Source: an optimization exercise on an open RTL-to-GDS flow (aim: small area, a short achievable clock period and few clock cycles per item). Production flows keep margins and buffers that such runs may drop. In this exercise RTL edits were held to simulation tests only and were not proved equivalent to the original. Power and IR drop assume default switching activity.

==> flow/design.v (outline; a module is shown in full before it is edited, if it fits) <==
// module rs_mul: 1007 lines
module rs_mul
#(
    parameter int RS_COUNT = 2,
    parameter ROB_DEPTH = 32,
    parameter TAG_LEN = $clog2(ROB_DEPTH) - 1
)(
    input logic clk,
    input logic rst,branch_mispredicted,
    input logic [TAG_LEN:0] cdb_tag1,cdb_tag2, cdb_tag3,cdb_tag4,
    input logic [31:0] cdb_result1,cdb_result2,cdb_result3,cdb_result4,
    input logic update_add,update_rob,update_lsq,update_bp,
    input logic dis_valid,
    input logic [1:0] dis_rs_type,
    input logic [4:0] dis_aluop,
    input logic dis_rs1_rdy, dis_rs2_rdy,
    input logic [TAG_LEN:0] dis_Qj, dis_Qk, dis_rob_num,
    input logic [31:0] dis_rs1_data, dis_rs2_data,
    output logic mul_rdy,mul_full,
    output logic [TAG_LEN:0] rob_num_mul,
    output  logic [31:0] rs1m,rs2m,
    output logic [31:0] result_mul
);
  // ...
==> flow/flow/run.sh <==
#!/bin/bash
# Own layout flow: the standard synthesis unchanged, then the standard ORFS layout with
#  - port buffers of the plain sky130_fd_sc_hd__buf_2 cell.
# Each step's full output goes to a log file in this folder (ORFS's own logs are under orfs/logs).
set -euo pipefail
B="BUFFER_PORTS_ARGS=-buffer_cell sky130_fd_sc_hd__buf_2"
bash standard.sh synth > flow_synth.log 2>&1
bash standard.sh SETUP_SLACK_MARGIN=6 "$B" cts > flow_cts.log 2>&1
bash standard.sh SETUP_SLACK_MARGIN=5.75 "$B" finish > flow_finish.log 2>&1
==> flow/standard.sh <==
#!/bin/bash
# synth_recipe.tcl (not shown) runs the flow's synth.tcl, then flattens the netlist and writes it again
# the make line also repeats each setting of config.mk as NAME=value (left out here)
make -C /OpenROAD-flow-scripts/flow DESIGN_CONFIG=/design/flow/config.mk WORK_HOME=/design/flow/orfs CLKGATE_MAP_FILE= SYNTH_SCRIPT=/design/flow/synth_recipe.tcl "${@:-finish}"
==> flow/config.mk <==
export PLATFORM = sky130hd
export DESIGN_NAME = rs_mul
export DESIGN_NICKNAME = rs_mul
export VERILOG_FILES = /design/flow/design.v
export SDC_FILE = /design/flow/constraint.sdc
export NUM_CORES = 8
export LEC_CHECK = 0
export ABC_AREA = 1
export CAP_MARGIN = 40
export CORE_MARGIN = 2
export CORE_UTILIZATION = 50
export SLEW_MARGIN = 40
==> flow/constraint.sdc <==
create_clock -name core_clock -period 10.0 [get_ports {clk}]
set_input_delay 2.0000 -clock core_clock [delete_from_list [all_inputs] [get_ports {clk}]]
set_output_delay 2.0000 -clock core_clock [all_outputs]
set_load 0.01 [all_outputs]
==> summary.txt, run 1 <==
Floorplan
  • Die Area: 0.1172 sq mm
  • Die span in x: 342.4 um
  • Core area: 0.1140 sq mm

Setup path
  • First element of the critical path: C[0]
  • Sum of buffers and inverters on the critical path: 3
  • CP delay by family, top: simple AND/OR/NAND/NOR gates
  • CP max stage cell: fa_1
  • Critical Path AT: 5.05 ns
  • Critical Path RT: 10.53 ns
  • Reg2reg start: C[0]

Routing
  • Initial DRC count: 10.12k
  • Met2 WL post-DR: 122100 um
  • Vias post-DR: 65.55k

STA
  • Layout Skew: 0.04038 ns
  • Slew HR: 29.58%
  • Setup repair after global routing missed its margin: true

Power and ir drop
  • Pwr/cell area: 481.5 mW/mm^2
  • Pwr top: combinational cells
  • Switch share: 56.45%

GRT
  • Most used routing layer: met2
  • GR Overflow Total: 0
  • Wire length of the first global-routing pass: 431000 um

Synth
  • Mux contribution to synthesized area: 0.2447%
  • Simple-gate share of the synthesized area: 19.66%
  • Cell types occupying the most area after synthesis: dfxtp_1 15%, nand2_1 11%, fa_1 10%, edfxtp_1 7.6%, xor2_1 7.1%

Cells and area
  • Seq Cell Count: 566
  • Clock network share of area: 3.476%
  • Largest contributor to cell area by class: multi-input combinational cells

CTS
  • Total clock buffers created by CTS: 69
  • TritonCTS Sinks: 566
  • Clock tree from TritonCTS: done

Status
  • Result of the run: complete, no violations
Testbench counts, summed over its fixed seeds: cycles 4,795, items 1,840.
==> run 2: changes to the inputs <==
--- a/flow/config.mk
+++ b/flow/config.mk
@@ -8,5 +8,5 @@
 export ABC_AREA = 1
 export CAP_MARGIN = 40
 export CORE_MARGIN = 2
-export CORE_UTILIZATION = 50
+export CORE_UTILIZATION = 55
 export SLEW_MARGIN = 40
==> run 2 against run 1 <==
Effect of this change: fmax rose by 6.0%; sequential power rose by 2%; hold slack got worse by 0.0083 ns; non-clock buffer count fell by 26; register-to-register slack improved by 0.26 ns; combinational power fell by 8.3%; sequential share of layout area rose by 0.15 points; critical path depth did not move; clock-buffer cell count rose by 5; design area fell by 0.76%.
==> summary.txt, run 2 <==
Setup path
  • Setup crit end kind: flop (unchanged)
  • Reg2reg start: e_bn (was C[0])
  • Critical path type: flop to flop (unchanged)
  • CP max stage cell: edfxtp_1 (was fa_1)
  • CP Launch Type: flop (unchanged)
  • Crit-path max cell delay: 0.43 ns (was 0.62 ns)
  • Crit path to: S[4] (unchanged)
  • Critical Path AT: 4.78 ns (was 5.05 ns)
  • Maximum fanout along the worst path: 6 (was 5)
  • Setup slack of the most critical reg-to-reg path: 5.74 ns (was 5.48 ns)
  • Crit-path most repeated cell: nand2_2 (unchanged)
  • Worst Reg-to-Reg Cells: 28 (unchanged)
  • First element of the critical path: e_bn (was C[0])
  • Capturing point of the worst reg2reg path: S[4] (unchanged)
  • Critical Path RT: 10.51 ns (was 10.53 ns)

Floorplan
  • Number of top-level design ports: 347 (unchanged)
  • Initial core utilization: 55.40% (was 50.21%)
  • Die span in x: 326.7 um (was 342.4 um)
  • Core area: 0.1033 sq mm (was 0.1140 sq mm)
  • Std-Cell Rows: 118 (was 124)
  • Overall die height: 326.7 um (was 342.4 um)
  • Die Area: 0.1067 sq mm (was 0.1172 sq mm)

Synth
  • Total nets after synthesis: 8866 (unchanged)
  • Cell types occupying the most area after synthesis: dfxtp_1 15%, nand2_1 11%, fa_1 10%, edfxtp_1 7.6%, xor2_1 7.1% (unchanged)
  • Mean instance size in the synthesized netlist: 7.087 sq um (unchanged)
  • Post-synth top area share: 14.72% (unchanged)
  • Combined area of all synthesized cells: 0.05726 sq mm (unchanged)
  • Number of flops mapped to enable cells by yosys: 145 (unchanged)
  • Top flip-flop cell by instance count after synthesis: dfxtp_1 (unchanged)
  • Top post-synthesis cells by count: 1611 x nand2_1, 1007 x inv_1, 606 x o21ai_0 (unchanged)
  • Most frequent cell after synthesis: nand2_1 (unchanged)
  • Number of distinct library cell variants in the gate-level netlist after synthesis: 70 (unchanged)
  • Flops & latches, synth: 566 (unchanged)
  • Gate count after technology mapping: 8079 (unchanged)
  • Total number of yosys warnings: 9 (unchanged)
  • Sequential element share of the synthesized area: 22.32% (unchanged)
  • Post-synth ARST share: 0% (unchanged)
  • Biggest area consumer among synthesized cells: dfxtp_1 (unchanged)

GRT
  • Antenna violations before repair: 53 (was 56)
  • GR Overflow Total: 0 (unchanged)
  • Wire length of the first global-routing pass: 430900 um (was 431000 um)
  • Largest net degree at the start of global routing: 97 (was 86)
  • Combined global-route utilization of all metal layers: 55.28% (was 50.90%)
  • Vias in the first global route: 62.75k (was 60.46k)

STA
  • Layout Skew: 0.03024 ns (was 0.04038 ns)
  • Slew HR: 28.62% (was 29.58%)
  • Maximum achievable frequency: 234.6 MHz (was 221.3 MHz)
  • Total negative slack: 0 ns (unchanged)
  • Final number of hold-violating endpoints: 0 (unchanged)
  • Slew of the pin with the lowest slew margin: 1.059 ns (was 1.045 ns)
  • Period utilisation layout: 42.63% (was 45.19%)
  • Setup-violating endpoint count in the final report: 0 (unchanged)
  • Final worst path period need: 4.263 ns (was 4.519 ns)
  • Slew Viols, Final: 0 (unchanged)
  • Setup repair after global routing missed its margin: true (unchanged)

Cells and area
  • Final Util: 63.80% (was 58.27%)
  • Leading cell type in the layout, fill and taps excluded: nand2_1 (unchanged)
  • Final non-filler cell total: 9796 (was 9943)
  • Area added between synthesis and finish: 15.17% (was 16.05%)
  • Most used cells in the layout excluding fill and tap cells: 1584 x nand2_1, 978 x inv_1, 546 x o22ai_1 (was 1570 x nand2_1, 972 x inv_1, 545 x o22ai_1)
  • Share of layout cells above drive strength 1: 14.75% (was 15.38%)
  • # nets final: 9112 (was 9140)

CTS
  • Longest Clk Path Bufs: 3 (unchanged)
  • Clock tree from TritonCTS: done (unchanged)
  • Clock tree root buffer cell: clkbuf_16 (unchanged)
  • TritonCTS Sinks: 566 (unchanged)
  • Number of hold buffers added after cts: 0 (unchanged)
  • Clock-pin slew reported for the worst setup and hold paths after clock tree synthesis: 0.06 ns (was 0.07 ns)
  • H-tree levels: 3 (unchanged)
  • Clock Latency Late Sink: 0.69 ns (was 0.72 ns)
  • Total clock buffers created by CTS: 67 (was 69)

Routing
  • WL final: 304800 um (was 305800 um)
  • Routed len/inst: 31.12 um (was 30.76 um)
  • Final antenna-violating net count: 0 (unchanged)
  • Total DRC errors in the routed layout: 0 (unchanged)
  • Via/cell ratio: 6.870 (was 6.593)
  • Count of TritonRoute iterations in the first routing pass: 13 (unchanged)
  • Initial DRC count: 12.14k (was 10.12k)
  • Vias post-DR: 67.30k (was 65.55k)

Place
  • Placed insts: 9461 (was 9602)
  • Detailed Place HPWL: 211500 um (was 218600 um)
  • Final Wtd Congestion: 1.116 (was 1.066)
  • Port Buffers: 345 (unchanged)

Power and ir drop
  • Sum of internal, switching and leakage power: 29960 uW (was 31990 uW)
  • Worst vdd rail ir drop: 0.0006961 V (was 0.0007360 V)
  • Pwr/cell area: 454.3 mW/mm^2 (was 481.5 mW/mm^2)
  • Reported leakage power: 0.02912 uW (was 0.02927 uW)

Status
  • Result of the run: complete, no violations (unchanged)

Worst hold path
  • Worst hold path cell count: 0 (unchanged)
  • Class of the most critical hold timing path: flop to flop (unchanged)

Run
  • Reported max-cap violation count: 0 (unchanged)
run 2: per-stage QoR:
stage	hold slack, ns	worst slack, ns	cell area (sq um)
floorplan	0.3233	6.017	57280
global placement	0.3234	4.265	59820
detailed placement	0.3269	4.276	60020
CTS	0.3175	5.847	65300
global route	0.3261	5.642	65900
finish	0.3201	5.737	65940
run 2: worst min-delay path by stage:
stage	to	start
4_1_cts	out_a[17]	w_a[17]
3_5_place_dp	out_rob[2]	w_rob[2]
3_3_place_gp	out_a[19]	w_a[19]
5_1_grt	out_a[17]	w_a[17]
6_report	out_a[0]	w_a[0]
2_1_floorplan	out_a[0]	w_a[0]
run 2: timing repair:
| action | in CTS | in global routing |
|---|---|---|
| gates cloned | 22 | 1 |
| pin swaps | 76 | 46 |
| resized for setup | 442 | 102 |
| setup endpoints to repair | 252 | 62 |
| buffers inserted | 133 | 19 |
run 2: layer usage:
metal	GRT usage (%)	part of all wire [%]	up-vias	wire [um]
met5	1.642	0.065	-	197
met4	49.36	12	30	36990
met3	23.04	16	2126	47330
met2	78.06	39	6229	120200
met1	63.64	33	30966	100100
li1	-	-	27947	-
run 2: report_power, final:
part	internal (uW)	switching [uW]	total (uW)
clock	1560	1160	2720
combinational	8640	14600	23200
sequential	2930	1120	4050
total	13100	16800	30000
run 2: cell type report:
class / instances / area, sq um
Multi-Input combinational cell: 5971 / 39860
Inverter: 1074 / 4217
Fill cell: 9304 / 37410
Sequential cell: 566 / 12910
Timing Repair Buffer: 639 / 4715
Clock buffer: 88 / 1879
Antenna cell: 36 / 90.09
Tap cell: 1380 / 1727
Timing Repair inverter: 6 / 37.54
Clock inverter: 36 / 500.5
run 2: logic make-up after synthesis:
| kind of cell | Yosys count | share of synthesized area, % |
|---|---|---|
| compound gates | 2181 | 23.31 |
| xor+xnor | 539 | 8.258 |
| fa+ha+maj | 543 | 15.80 |
| buf+inv | 1545 | 10.40 |
| flops | 566 | 22.32 |
| mux | 14 | 0.2447 |
| simple gates | 2691 | 19.66 |
run 2: critical path, delay by kind of cell (launching register included):
| family | cells | cell delay [ns] |
|---|---|---|
| simple gates | 19 | 1.86 |
| buf+inv | 3 | 0.45 |
| flops | 1 | 0.43 |
| fa+ha+maj | 2 | 0.80 |
| compound gates | 4 | 0.53 |

[afterwards: timing with drivers on the ports]
No port has a modelled driver above. Below, the same layouts with a new extraction and two added sets of constraints.
Step 1 assumes that a clkbuf_16 drives the clock port and a buf_2 every other input.
Step 2, shift: input delay + t, output delay - t, t = (earliest + latest rising clock arrival at the registers) / 2. This alone moves slack from input paths to output paths.
Slacks: ideal / step 1 / step 2; pairs: ideal / step 1.
run | t (ns) | slack for setup (ns) | hold slack, ns | worst data-port slew with drivers (ns)
run 1 | 0.778 | 5.481 / 5.481 / 4.973 | 0.328 / 0.328 / 0.328 | 0.32
run 2 | 0.756 | 5.737 / 5.737 / 5.037 | 0.320 / 0.320 / 0.320 | 0.35
After both steps every run listed still meets setup and hold. The setup slack of run 2, which loses most, moves by 0.000 ns with the drivers and by -0.700 ns with both steps.
